This is an optimization exercise on Yosys and OpenROAD, whose aim is small area, not a production implementation. Function was checked by simulation only, so behaviour that the tests miss may differ from the original. Power is estimated from default activity; no workload was simulated.

<file path="flow/run.sh">
#!/bin/bash
# synth_recipe.tcl (not shown) runs the flow's synth.tcl, then flattens the netlist and writes it again
# the make line also repeats each setting of config.mk as NAME=value (left out here)
make -C /OpenROAD-flow-scripts/flow DESIGN_CONFIG=/design/flow/config.mk WORK_HOME=/design/flow/orfs CLKGATE_MAP_FILE= SYNTH_SCRIPT=/design/flow/synth_recipe.tcl finish
</file>
<file path="flow/config.mk">
export PLATFORM = sky130hd
export DESIGN_NAME = main
export DESIGN_NICKNAME = main
export VERILOG_FILES = /design/flow/design.v
export SDC_FILE = /design/flow/constraint.sdc
export NUM_CORES = 4
export LEC_CHECK = 0
export CAP_MARGIN = 20
export CORE_MARGIN = 2
export CORE_UTILIZATION = 40
export SLEW_MARGIN = 20
</file>
<file path="flow/constraint.sdc">
create_clock -name core_clock -period 20.0 [get_ports {clk}]
set_input_delay 4.0000 -clock core_clock [delete_from_list [all_inputs] [get_ports {clk}]]
set_output_delay 4.0000 -clock core_clock [all_outputs]
set_load 0.01 [all_outputs]
</file>
<file path="flow/design.v">
`timescale 1ns / 1ps
module clockDivider
	#(parameter div = 25000000)
	(
		input clk,
		input rst,
		output reg slow_clk
    );
localparam nbits = clog2b(div);
reg [nbits-1:0] cnt;
wire comp;
assign comp = (cnt == (div - 1));
always @(posedge clk, posedge rst) begin
	if(rst)
		cnt <= {nbits{1'b0}};
	else if(comp)
		cnt <= {nbits{1'b0}};
	else
		cnt <= cnt + 1;
end
always @(posedge clk, posedge rst) begin
	if(rst) slow_clk <= 1'b0;
	else if(comp)
		slow_clk <= 1'b1;
	else 
		slow_clk <= 1'b0;
end
function integer clog2b;
input reg[31:0] val;
begin
val = val - 1;
for(clog2b=0; val > 0; clog2b = clog2b + 1)
	val = val >> 1;
end
endfunction
endmodule
`timescale 1ns / 1ps
module Decoder(
	 input clk,
	 input en,
	 input rst,
	 input [3:0] row,
	 output reg [3:0] Col,
	 output reg [4:0] DecodeOut
    );
reg [2:0] Column;
reg [2:0] nextColumn;
reg state;
reg [4:0] CurrentKey;
	always @(posedge clk, posedge rst) begin
			if(rst)
				begin
					Column <= 3'd0; 
					nextColumn <= 3'd0;
					state <= 1'b1;
					CurrentKey <= 16;
					Col <= 4'b1111;
					DecodeOut <= 16;
				end
			else if(en)
			begin
				if(state) begin
					Column <= nextColumn;
					case(nextColumn)
						3'd0: Col <= 4'b0111;
						3'd1: Col <= 4'b1011;
						3'd2: Col <= 4'b1101;
						3'd3: Col <= 4'b1110;
						3'd4: 
						begin
							DecodeOut <= CurrentKey;
							CurrentKey <= 16;
							Column <= 3'd0;
						end
					endcase
				end
				else begin
					case (Column)
						3'd0:
							case(row)
								4'b0111: CurrentKey <= 1;
								4'b1011: CurrentKey <= 4;
								4'b1101: CurrentKey <= 7;
								4'b1110: CurrentKey <= 0;
							endcase
						3'd1:
							case(row)
								4'b0111: CurrentKey <= 2;
								4'b1011: CurrentKey <= 5;
								4'b1101: CurrentKey <= 8;
								4'b1110: CurrentKey <= 15;
							endcase
						3'd2:
							case(row)
								4'b0111: CurrentKey <= 3;
								4'b1011: CurrentKey <= 6;
								4'b1101: CurrentKey <= 9;
								4'b1110: CurrentKey <= 14;
							endcase
						3'd3:
							case(row)
								4'b0111: CurrentKey <= 10;
								4'b1011: CurrentKey <= 11;
								4'b1101: CurrentKey <= 12;
								4'b1110: CurrentKey <= 13;
							endcase
					endcase
					nextColumn <= nextColumn + 1;
				end
				state <= ~state;
			end
	end
endmodule
`timescale 1ns / 1ps
module KeyLedDisplay(
		input [1:0] ST,
		input [2:0] ST_L,
		output reg [6:0] segOut
    );
always @*
	if(ST == 2'd0)
	begin
		if(ST_L == 3'd0)
			segOut <= 7'd1;
		else
			segOut <= 7'd3;
	end
	else
		segOut <= 7'd0;
endmodule
`timescale 1ns / 1ps
module StateMachine
#(parameter waiter = 32)
(
			input [4:0] key,
			input clk,
			input en,
			input rst,
			input end_obl,
			output reg [1:0] ST,
			output reg [1:0] index,
			output reg [2:0] ST_L
    );
localparam nbits = clog2b(waiter) + 1;
reg [nbits - 1:0] cnt;
wire comp;
assign comp = (cnt >= (waiter - 1));	 
always @(posedge clk, posedge rst)
begin
	if(rst) begin
		ST <= 2'd0;
		ST_L <= 3'd0;
		index <= 2'd0;
		cnt <= {nbits{1'b0}};
	end
	else if(en) begin		
	case(ST)
		2'd3: begin
			cnt <= cnt + 1;
			if(comp) begin
				ST <= key == 16 ? 2'd0 : 2'd3;
				cnt  <= cnt <= {nbits{1'b0}};
			end end
		2'd0:
			begin
				if(key == 10)
				begin
					ST <= 2'd3;
					ST_L <= ST_L == 3'd0 ? 3'd1 : 3'd0;
					index <= 2'd0;
				end
				else if(key >= 0 && key <= 9)
				begin
					ST <= 2'd3;
					index <= index + 1;
				end
				else if(key != 16)
				begin
				ST <= 2'd1;
				index <= 2'd0;
					case(key)
						11:
							ST_L <= 3'd0;
						12:
							ST_L <= 3'd1;
						13:
							ST_L <= 3'd4;
						14:
							ST_L <= 3'd3;
						15:
							ST_L <= 3'd2;
					endcase
				end	
			end
		2'd1: begin
			cnt <= cnt + 1;
			if(comp) begin
			ST <= key == 16 ? 2'd2 : 2'd1;
			cnt <= cnt <= {nbits{1'b0}};
			end end
		2'd2:
			if(key == 16 && end_obl) begin
				ST <= 2'd0;
				ST_L <= 3'd0;
			end
			else
			ST <= 2'd2;
	endcase
	end
end
function integer clog2b;
input reg[31:0] val;
begin
val = val - 1;
for(clog2b=0; val > 0; clog2b = clog2b + 1)
	val = val >> 1;
end
endfunction
endmodule
`timescale 1ns / 1ps
module enabler(
		input [1:0] ST,
		input [2:0] ST_L,
		output en
    );
assign en = ST == 2'd0 && (ST_L == 3'd0 || ST_L == 3'd1);
endmodule
`timescale 1ns / 1ps
module bcd2bin(
		input [3:0] N1, N2, N3, N4,
		output [13:0] out
    );
assign out = N1 * 1000 + N2 * 100 + N3 * 10 + N4;
endmodule
`timescale 1ns / 1ps
module bin2bcd(
	input [13:0] bin,
	output reg [3:0] thousands, hundreds, tens, ones
    );
integer i;
always @* begin
	thousands = 4'd0;
	hundreds = 4'd0;
	tens = 4'd0;
	ones = 4'd0;
	for(i = 13; i >= 0; i = i-1) begin
		if(thousands >= 5)
			thousands = thousands + 3;
		if(hundreds >= 5)
			hundreds = hundreds + 3;
		if(tens >= 5)
			tens = tens + 3;
		if(ones >= 5)
			ones = ones + 3;
		thousands = thousands << 1;
		thousands[0] = hundreds[3];
		hundreds = hundreds << 1;
		hundreds[0] = tens[3];
		tens = tens << 1;
		tens[0] = ones[3];
		ones = ones << 1;
		ones[0] = bin[i];
	end
end
endmodule
`timescale 1ns / 1ps
module Calkko(
		input [3:0] A1,A2,A3,A4,
		input [3:0] B1,B2,B3,B4,
		input [1:0] ST,
		input [2:0] ST_L,
		output set,
		output reg [15:0] number
    );
wire [13:0] binaryA, binaryB;
reg [13:0] binaryResult;
assign set = ST == 2'd2;
wire [3:0] BCD1, BCD2, BCD3, BCD4;
bcd2bin bikko( .N1(A1), .N2(A2), .N3(A3), .N4(A4), .out(binaryA));
bcd2bin akko( .N1(B1), .N2(B2), .N3(B3), .N4(B4), .out(binaryB));
bin2bcd resultto (.bin(binaryResult), 
.thousands(BCD1), .hundreds(BCD2), .tens(BCD3), .ones(BCD4));
always @* begin
	if(set) begin
		case(ST_L) 
			3'd0:
				binaryResult <= binaryA + binaryB;
			3'd1:
				binaryResult <= binaryA - binaryB;
			3'd2:
				binaryResult <= binaryA ^ binaryB;
			3'd4: 
				binaryResult <= binaryA & binaryB;
			3'd3: binaryResult <= binaryA | binaryB;
			default:
				binaryResult <= 14'd0;
		endcase
		number[15:12] <= BCD4;
				number[11:8] <= BCD3;
				number [7:4] <= BCD2;
				number[3:0] <= BCD1;
	end
	else 
	begin
		number <= 16'd0;
		binaryResult <= 14'd0;
	end
end
endmodule
`timescale 1ns / 1ps
module Numerator(
		input [1:0] index,
		input enabled,
		input [4:0] key,
		input [2:0] ST_L,
		input clk,
		input en,
		input rst,
		output reg [3:0] A1,A2,A3,A4,B1,B2,B3,B4
		,
		input set,
		input [15:0] setVal 
    );
always @(posedge clk, posedge rst)
begin
	if(rst)
	begin
		A1 <= 4'd0;
		A2 <= 4'd0;
		A3 <= 4'd0;
		A4 <= 4'd0;
		B1 <= 4'd0;
		B2 <= 4'd0;
		B3 <= 4'd0;
		B4 <= 4'd0;
	end
	else if(!en) begin
	end
	else if(set) begin
		A1 <= setVal[3:0];
		A2 <= setVal[7:4];
		A3 <= setVal[11:8];
		A4 <= setVal[15:12];
		B1 <= 4'd0;
		B2 <= 4'd0;
		B3 <= 4'd0;
		B4 <= 4'd0;
	end
	else if(enabled == 1'b1 && key >= 0 && key <= 9 && (ST_L == 3'd0 || ST_L == 3'd1))
	begin
		case(index)
			2'd0: if(ST_L == 3'd0) A1 <= key[3:0]; else B1 <= key[3:0];
			2'd1: if(ST_L == 3'd0) A2 <= key[3:0]; else B2 <= key[3:0];
			2'd2: if(ST_L == 3'd0) A3 <= key[3:0]; else B3 <= key[3:0];
			2'd3: if(ST_L == 3'd0) A4 <= key[3:0]; else B4 <= key[3:0];
		endcase	
	end	
end
endmodule
`timescale 1ns / 1ps
module  kikko
#(parameter div = 100, parameter waiter = 32)
(
		input clk,					 
		input rst,
		input [3:0] row ,
		output [3:0] col ,
		output [1:0] ST,
		output [2:0] ST_L,
		output [3:0] A1,A2,A3,A4,
							  B1,B2,B3,B4,
		output [6:0] leds,
		output [1:0] index
    );
	 wire [4:0] key;
	 wire [15:0] number;
	 wire slow_clk, enableWriting, set;
	 clockDivider #(.div(div)) clokko(
		.clk(clk),
		.rst(rst),
		.slow_clk(slow_clk)
	);
	Decoder C0(
			.clk(clk), .en(slow_clk),
			.rst(rst),
			.row(row),
			.Col(col),
			.DecodeOut(key)
	);
	KeyLedDisplay display(.ST(ST), .ST_L(ST_L),
	.segOut(leds));
	StateMachine #(.waiter(waiter)) stateMachine(
			.key(key),
			.clk(clk), .en(slow_clk),
			.rst(rst),
			.end_obl(1'b1),
			.ST(ST),
			.index(index),
			.ST_L(ST_L)
		);
		enabler enabled(
		.ST(ST),
		.ST_L(ST_L),
		.en(enableWriting)
		);
		Calkko Calkko(
		.A1(A1), .A2(A2), .A3(A3), .A4(A4),
		.B1(B1), .B2(B2), .B3(B3), .B4(B4),
		.ST(ST),
		.ST_L(ST_L),
		.set(set),
		.number(number)
		);
		Numerator Numerator(
			.index(index),
			.enabled(enableWriting),
			.key(key),
			.ST_L(ST_L),
			.clk(clk), .en(slow_clk),
			.rst(rst),
			.A1(A1), .A2(A2), .A3(A3), .A4(A4),
			.B1(B1), .B2(B2), .B3(B3), .B4(B4),
			.set(set),
			.setVal(number)
		);
endmodule
`timescale 1ns / 1ps
module main_controller(
			input rst, clk, en,
			input lcd_finish,
			output reg mode,
			output reg data_sel, db_sel, lcd_enable, reg_sel,
			output reg [1:0] lcd_cnt
    );
reg [2:0] st, nst;
localparam
idle = 3'd0,
init = 3'd1,
addr = 3'd2,
addr1 = 3'd3,
refr = 3'd4,
refr1 = 3'd5;
localparam
LCD_INIT = 1,
LCD_REF = 0,
REF_DATA_NO = 4;
always @(posedge clk, posedge rst)
begin
	if(rst)
	begin
		st <= idle;
	end
	else if(en)
	begin
		st <= nst;
	end
end
always @*
begin
lcd_enable = 1'b0;
db_sel = 1'b1;
lcd_cnt = 2'd3;
data_sel = 1'b0;
reg_sel = 1'b0;
data_sel = 1'b0; 
mode = LCD_INIT;
	case(st) 
	idle:
	begin
		lcd_enable = 1'b1;
	end
	init: begin
	end
	addr:
	begin
				lcd_enable = 1'b1;
				db_sel = 1'b0;
				lcd_cnt = 2'd0;
	end
	addr1:
	begin
		db_sel = 1'b0;
		lcd_cnt = 2'd0;
	end
	refr:
	begin
		lcd_enable = 1'b1;
		reg_sel = 1'b1;
		data_sel = 1'b1;
		mode = LCD_REF;
	end
	refr1:
	begin
		reg_sel = ~lcd_finish;
		data_sel = 1'b1;
		mode = LCD_REF;
	end
	endcase
end
always @* begin
	nst <= idle;
	case(st)
		idle: nst <= init;
		init: nst <= lcd_finish ? addr : init;
		addr: nst <= addr1;
		addr1: nst <= lcd_finish ? refr : addr1;
		refr: 	nst <= refr1;
		refr1: nst <= lcd_finish ? addr : refr1;
	endcase
end
endmodule
`timescale 1ns / 1ps
module LCD_init_refresh(
			input clk, rst, en,
			input wr_finish, input lcd_enable, input [1:0] lcd_cnt, input mode, 
			output reg lcd_finish, output reg wr_enable, output reg [1:0] init_sel, output reg [1:0] mux_sel
    );
reg [1:0] st, nst;
localparam
idle = 2'd0,
data = 2'd1,
data1 = 2'd2,
endlcd = 2'd3;	 
always @(posedge clk, posedge rst)
begin
	if(rst) begin
		st <= idle;
		init_sel <= 2'd0;
		mux_sel <= 2'd0;
	end
	else if(en)
		begin
			st <= nst;
			case(st)
				idle: 
					if(mode)
						init_sel <= lcd_cnt;
					else
						mux_sel <= lcd_cnt;
				endlcd:
					if(mode)
					begin
						if(init_sel != 2'd0)
							init_sel <= init_sel - 1;
					end
					else if (mux_sel != 2'd0)
						mux_sel <= mux_sel - 1;
			endcase
		end
end
always @*
begin
lcd_finish = 1'b0;
wr_enable = 0;
case(st)
	data:
		wr_enable = 1'b1;
	endlcd: begin
	if(mode == 1'b1)
	begin
		if( init_sel == 2'd0)
			lcd_finish = 1'b1; 
	end
	else if(mux_sel == 2'd0)
			lcd_finish = 1'b1;
	end
endcase
end
always @*
	case(st)
		idle:
			if(lcd_enable)
				begin
					nst <= data;
				end
			else
				nst <= idle;
		data:
			nst <= data1;
		data1:
			if(wr_finish) 
				nst <= endlcd;
			else
				nst <= data1;
		endlcd:
			case(mode)
			 1'b0:
			 begin
				if(mux_sel > 2'd0)
					nst <= data;
				else
					nst <= idle;
			 end
			 1'b1:
				if(init_sel > 2'd0)
					nst <= data;
				else
					nst <= idle;
			 endcase
	endcase
endmodule
`timescale 1ns / 1ps
module write_cycle(
		input rst, clk, en,
		input wr_enable, reg_sel,
		output reg e_out, wr_finish,
		output rs_out, rw_out
    );
reg [1:0] st, nst;
localparam
idle = 2'd0,
init = 2'd1,
eout = 2'd2,
endwr = 2'd3;
always @(posedge clk, posedge rst)
begin
	if(rst)
		st <= idle;
	else if(en)
		st <= nst;
end
always @*
	case(st)
		idle: if(wr_enable) nst = init; else nst = idle;
		init: nst =eout;
		eout: nst = endwr;
		endwr: nst = idle;
endcase
always @*
begin
wr_finish = 1'b0;
	case(st)
		idle: begin e_out = 1'b0; end
		init: begin e_out = 1'b1; end
		eout: begin e_out = 1'b1; end
		endwr: begin
			e_out = 1'b0;
			wr_finish = 1'b1;
		end
endcase
end
assign rw_out = 1'b0;
assign rs_out = reg_sel;
endmodule
`timescale 1ns / 1ps
module LCD_dp(
			input [1:0] init_sel, input data_sel, DB_sel,
			input [1:0] state, input [2:0] statelocal, input [1:0] index,
			input [3:0] A1, input [3:0] A2, input [3:0] A3, input [3:0] A4,
			input [3:0] B1, input [3:0] B2, input [3:0] B3, input [3:0] B4,
			input [1:0] inputIndex, input blink,
			output reg [7:0] DB_out
    );
localparam [5:0] clear = 6'd1;
localparam [5:0] displayOn = 6'b001110;
localparam [5:0] entryMode = 6'b000110;
localparam [5:0] functionSet = 6'b111000;
reg [5:0] init_out;
reg [7:0] mux_out;
reg [7:0] data_out;
reg [3:0] num_out;
reg [3:0] A_out;
reg [3:0] B_out;
reg [7:0] OP_out;
always @*
	case(init_sel)
	2'd0: init_out = clear;
	2'd1: init_out = displayOn;
	2'd2: init_out = entryMode;
	2'd3: init_out = functionSet;
	endcase
always @*
	case(state)
	2'd0: 
	begin
		if((2'd3 - index) == inputIndex && blink)
			mux_out = 8'h20;
		else
			mux_out = {4'h3, num_out};
	end
	2'd1: mux_out = OP_out;
	default: mux_out = 8'h20;
	endcase
always @*
	case(statelocal)
	3'd0: num_out = A_out;
	3'd1: num_out = B_out;
	default: num_out = A_out;
	endcase
always @*
	case(index)
	2'd0: begin A_out = A4; B_out = B4; end
	2'd1: begin A_out = A3; B_out = B3; end
	2'd2: begin A_out = A2; B_out = B2; end
	2'd3: begin A_out = A1; B_out = B1; end
	endcase
always @*
	case(statelocal)
	3'd0:
		case(index)
		2'd2: OP_out = 8'h41;
		2'd0, 2'd1: OP_out = 8'h44;
		default: OP_out = 8'h20;
		endcase
	3'd1:
		case(index)
		2'd2: OP_out = 8'h53;
		2'd1: OP_out = 8'h55;
		2'd0: OP_out = 8'h42;
		default: OP_out = 8'h20;
		endcase
	3'd4:
		case(index)
		2'd2: OP_out = 8'h41;
		2'd1: OP_out = 8'h4e;
		2'd0: OP_out = 8'h44;
		default: OP_out = 8'h20;
		endcase
	3'd3: 
		case(index)
		2'd1: OP_out = 8'h4f;
		2'd0: OP_out = 8'h52;
		default: OP_out = 8'h20;
		endcase
	3'd2: 
		case(index)
		2'd2: OP_out = 8'h58;
		2'd1: OP_out = 8'h4f;
		2'd0: OP_out = 8'h52;
		default: OP_out = 8'h20;
		endcase
	default: OP_out = 8'h20;
	endcase
always @*
	case(data_sel)
	1'b0: data_out = init_out;
	1'b1: data_out = mux_out;
	endcase
always @*
	case(DB_sel)
	1'b0: DB_out = 8'hcc;
	1'b1: DB_out = data_out;
	endcase
endmodule
`timescale 1ns / 1ps
module main
#(parameter div = 16)
( input rst, input clk,
input [3:0] row,
output [3:0] col,	
output rw_out, output rs_out, output e_out, output [7:0] db_out,
		output [6:0] leds
);
localparam bcd1 = 4'd0, bcd2 = 4'd1, bcd3 = 4'd2, bcd4 = 4'd3;
wire [1:0] lcd_cnt;
wire [1:0] init_sel, mux_sel;
wire [1:0] ST;
wire  [2:0] ST_L;
wire  [3:0] A1,A2,A3,A4,
				B1,B2,B3,B4;
wire [1:0] index;
reg blink;
wire blinkClock;
wire slow_clk;
wire lcd_finish, data_sel, db_sel, lcd_enable, mode, reg_sel;
wire wr_finish, wr_enable;
always @(posedge clk, posedge rst)
begin
	if(rst)
		blink <= 1'b0;
	else if(blinkClock)
	blink <= ~blink;
end
kikko #(.div(100), .waiter(32)) kikko(
	.clk(clk),
	.rst(rst),
	.row(row),
	.col(col),
	.ST(ST),
	.ST_L(ST_L),
	.A1(A1), .A2(A2), .A3(A3), .A4(A4),
	.B1(B1), .B2(B2), .B3(B3), .B4(B4),
	.leds(leds),
	.index(index)
);
clockDivider #(.div(div)) clokko 
(
.clk(clk),
.rst(rst),
.slow_clk(slow_clk)
);
clockDivider #(.div(5000)) blinkko 
(
.clk(clk),
.rst(rst),
.slow_clk(blinkClock)
);
main_controller main_controller(
.rst(rst), .clk(clk), .en(slow_clk),
.lcd_finish(lcd_finish),
.data_sel(data_sel),
.db_sel(db_sel),
.lcd_enable(lcd_enable),
.mode(mode),
.reg_sel(reg_sel),
.lcd_cnt(lcd_cnt)
);
LCD_init_refresh lir(
.clk(clk), .en(slow_clk), .rst(rst),
.wr_finish(wr_finish),
.lcd_enable(lcd_enable),
.lcd_cnt(lcd_cnt),
.mode(mode),
.lcd_finish(lcd_finish),
.wr_enable(wr_enable),
.init_sel(init_sel),
.mux_sel(mux_sel)
);
write_cycle wr(
	.rst(rst), .clk(clk), .en(slow_clk),
	.wr_enable(wr_enable),
	.reg_sel(reg_sel),
	.e_out(e_out),
	.wr_finish(wr_finish),
	.rs_out(rs_out),
	.rw_out(rw_out)
);
LCD_dp ldp(
.init_sel(init_sel),
.data_sel(data_sel),
.DB_sel(db_sel),
.state(ST),
.statelocal(ST_L),
.index(mux_sel),
.A1(A1), .A2(A2), .A3(A3), .A4(A4),
.B1(B1), .B2(B2), .B3(B3), .B4(B4),
.inputIndex(index), .blink(blink),
.DB_out(db_out)
);
endmodule
</file>
==> results by group <==
STA
  – Slew margin rel.: 0.322
  – Setup Skew: 10.4 ps
  – Fin. Hold Viols: 0
  – Setup violators final: 0
  – Worst slew pin tran: 1020 ps
  – Tcrit/Tclk final: 0.850
  – Hold_ws: 446 ps
  – Fmax: 58.8 MHz
  – Max Transition Viols Final: 0
  – RSZ-0062 raised after global routing: false
  – Final period demand of the worst path: 17010 ps
  – Setup TNS: 0 ps

Synth
  – Synth cell types: 131
  – Top-area cell type share of the netlist area: 0.182
  – Yosys top cell by area: ha_1
  – Synth Register Bits: 105
  – Mapped Cells: 1767
  – Synth top area cells: ha_1 18%, dfrtp_1 17%, fa_1 4.8%
  – Number of synthesized flops with an enable pin: 0
  – Avg Inst Size Synth: 8.27 um2
  – Ys flop type: dfrtp_1
  – Yosys warns: 14
  – Register area share after synthesis: 0.180
  – Asr flop ratio synth: 1.00
  – Post-Syn Area: 14600 um2

Setup path
  – Worst Path Required: 20290 ps
  – Critical path peak fanout: 7
  – WS Path Type: reg2reg
  – Worst setup SP type: flop
  – Reg-to-reg slack, setup: 2990 ps
  – Critical Path AT: 17300 ps
  – Slowest-stage cell, CP: fa_1
  – Family with the most delay on the worst path: compound AO/OA/AOI/OAI gates
  – Crit path top cell by count: ha_1
  – CP bufs+invs: 11
  – CP endpoint kind: flop
  – Largest stage delay, worst path: 680 ps

Clocking
  – Num CTS Buffers: 9
  – Cts hold-fix bufs: 0
  – Post-CTS setup buffers: 0
  – Root buffer cell: clkbuf_16
  – Worst-Skew Late Latency: 370 ps
  – H-tree depth: 3
  – Clock sink count: 105
  – CTS tree: yes
  – Clock slew at reported path FFs: 90 ps
  – PostCTS Resize Cnt: 0
  – Max clock buf depth: 2

Place
  – Placed cell area: 15300 um2
  – Port Buffers: 21
  – DPL Wire Length: 29600 um
  – Placed Cells: 2226
  – Final GP Congestion: 0.910

Final layout
  – Nets: 2022
  – Finished Layout Cells: 2242
  – Fillers: 3669
  – Layout Utilization: 0.430
  – Share of layout cells above drive strength 1: 0.0806
  – Final instance area: 15600 um2
  – P&R area growth vs syn: 6.78%
  – N_diodes: 0

Global routing
  – GRT Residual Overflow: 0
  – Total GRT Usage: 0.198
  – Largest net degree at the start of global routing: 60
  – First-pass GRT wire length: 62400 um
  – Initial antenna violation count: 0
  – Vias in the first global route: 12500

Power and ir drop
  – Combinational power share: 0.021
  – Power share of the clock group: 0.467
  – Seq pwr share: 0.512
  – Sw frac: 0.264
  – P_int: 305 uW
  – Switching pwr: 109 uW
  – PD cells: 26.6 nW/um2
  – VDD IR max: 49.0 uV
  – Static Leakage: 0.00725 uW

Route
  – Routed Wire Length: 37500 um
  – Uppermost layer routed: met4
  – Wire length on met3: 1740 um
  – Drt drc: 0
  – Routed length on met1: 17900 um
  – Met2 routed WL: 17200 um
  – Initial drt markers: 784
  – DR pass1 iterations: 5
  – Vias: 12800
  – Avg WL per Cell: 16.7 um
  – Final ANT Viol Nets: 0
  – Via density: 5.71

Floorplan
  – # IOs: 28
  – Chip Width: 195 um
  – Site row count: 70
  – Die area: 38100 um2
  – Core Box Area: 36300 um2
  – Chip Height: 195 um
  – Initial Util: 0.403

Status
  – Outcome: timing/DRC/antenna clean

Hold path
  – Worst min-delay path class: reg2reg

Run
  – MaxCap Viol Count: 0
[registers in the layout, summed over array words and instances, names as in the netlist, 5 cells and up]
register and cells:
kikko.C0.CurrentKey 5, kikko.C0.DecodeOut 5, kikko.clokko.cnt 7, kikko.stateMachine.cnt 6, blinkko.cnt 13
[placed cells by master, fill, tap and decap left out, drive strengths merged, types with 9 or more instances in the layout]
master	count
a211o	9
nand2	146
ha	212
nand4	12
a21oi	109
nor3	33
and3	13
mux2	23
o211ai	19
nand3	34
a21o	26
dfrtp	98
a211oi	35
fa	35
xnor2	55
and2	15
o221ai	10
xor2	32
a31oi	26
nor2b	27
nand2b	19
mux2i	22
clkbuf	9
o31ai	13
nor2	153
inv	179
buf	10
a221oi	10
clkdlybuf4s50	21
o21ai	153
or2	11
o21a	21
[path summary, 6_finish.rpt]
| kind | start | end | cells after the start |
|---|---|---|---|
| max | kikko.Numerator.B1[1] | kikko.Numerator.A3[0] | 73 |
| min | blinkko.slow_clk | blink | 1 |
| max reg2reg | kikko.Numerator.B1[1] | kikko.Numerator.A3[0] | 73 |
| min reg2reg | blinkko.slow_clk | blink | 1 |
| max in group asynchronous | rst | kikko.clokko.cnt[2] | 3 |
| min in group asynchronous | rst | lir.init_sel[1] | 2 |
[kinds of logic after synthesis]
logic type,synth area share
DFF,0.180
AOI/OAI and AO/OA,0.270
other,0.000257
muxes,0.0348
adders and majority gates,0.230
xor gates and xnor gates,0.0597
buffers and inverters,0.0607
and+or+nand+nor,0.164
[power by group through the flow]
stage | clock (uW) | sequential, uW | combinational (uW)
final | 193 | 212 | 8.83
after global routing | 205 | 212 | 10.3
after CTS | 198 | 212 | 9.24
after detailed placement | 0 | 216 | 9.21
after global placement | 0 | 216 | 9.07
after floorplan | 0 | 216 | 6.86
[cell type report]
| type | instances | area, um2 | share of cell area |
|---|---|---|---|
| Clock buffer | 9 | 225 | 0.0144 |
| Sequential cell | 105 | 2640 | 0.169 |
| Multi-Input combinational cell | 1444 | 11100 | 0.712 |
| Tap cell | 468 | 586 | 0.0375 |
| Timing Repair Buffer | 31 | 285 | 0.0183 |
| Clock inverter | 7 | 91.3 | 0.00585 |
| Inverter | 178 | 672 | 0.0431 |
[stage by stage]
stage	total power [uW]	setup slack (ps)
finish	414	2990
floorplan	223	4800
detailed placement	226	3100
global placement	225	3700
CTS	420	3060
global route	428	1670
[Yosys cell counts (9+ instances only)]
cell type	instances
ha_1	212
inv_1	173
nor2_1	152
nand2_1	144
o21ai_0	125
a21oi_1	105
dfrtp_1	98
xnor2_1	53
fa_1	35
nand3_1	34
clkbuf_1	32
nor3_1	32
xor2_1	30
a211oi_1	28
nor2b_1	27
a31oi_1	25
a21o_1	24
mux2_2	22
o21ai_1	22
mux2i_1	21
o21a_1	21
nand2b_1	19
o211ai_1	19
and3_1	13
o31ai_1	13
nand4_1	12
a211o_1	9
[per-layer routing]
layer	track usage	vias to the layer above
li1	-	6375
met4	0.0500	0
met3	0.0254	46
met2	0.336	260
met5	0	-
met1	0.268	6111

-- afterwards: timing with drivers on the ports --
In the flow no input, the clock included, has a driving cell. The finished layout below was timed again as built, in two steps. Step 1 (the two cells are an assumption about what drives the block):
set clk [get_ports {clk}]
set_driving_cell -lib_cell sky130_fd_sc_hd__clkbuf_16 $clk
set_driving_cell -lib_cell sky130_fd_sc_hd__buf_2 [delete_from_list [all_inputs] $clk]
Step 2 also shifts input and output timing later by t, the mid clock arrival at the registers, as if the neighbouring blocks saw the same clock. a / b / c = ideal ports / drivers / drivers and shift; a / b = the first two.
shift t [ns]: 0.408
setup WS [ns]: 2.992 / 2.992 / 2.992
worst hold slack (ns): 0.446 / 0.446 / 0.446
slew at the worst register clock pin (ns): 0.09 / 0.09
After both steps setup and hold are still met in this run. The setup slack of this run moves by 0.000 ns with the drivers and by 0.000 ns with both steps.
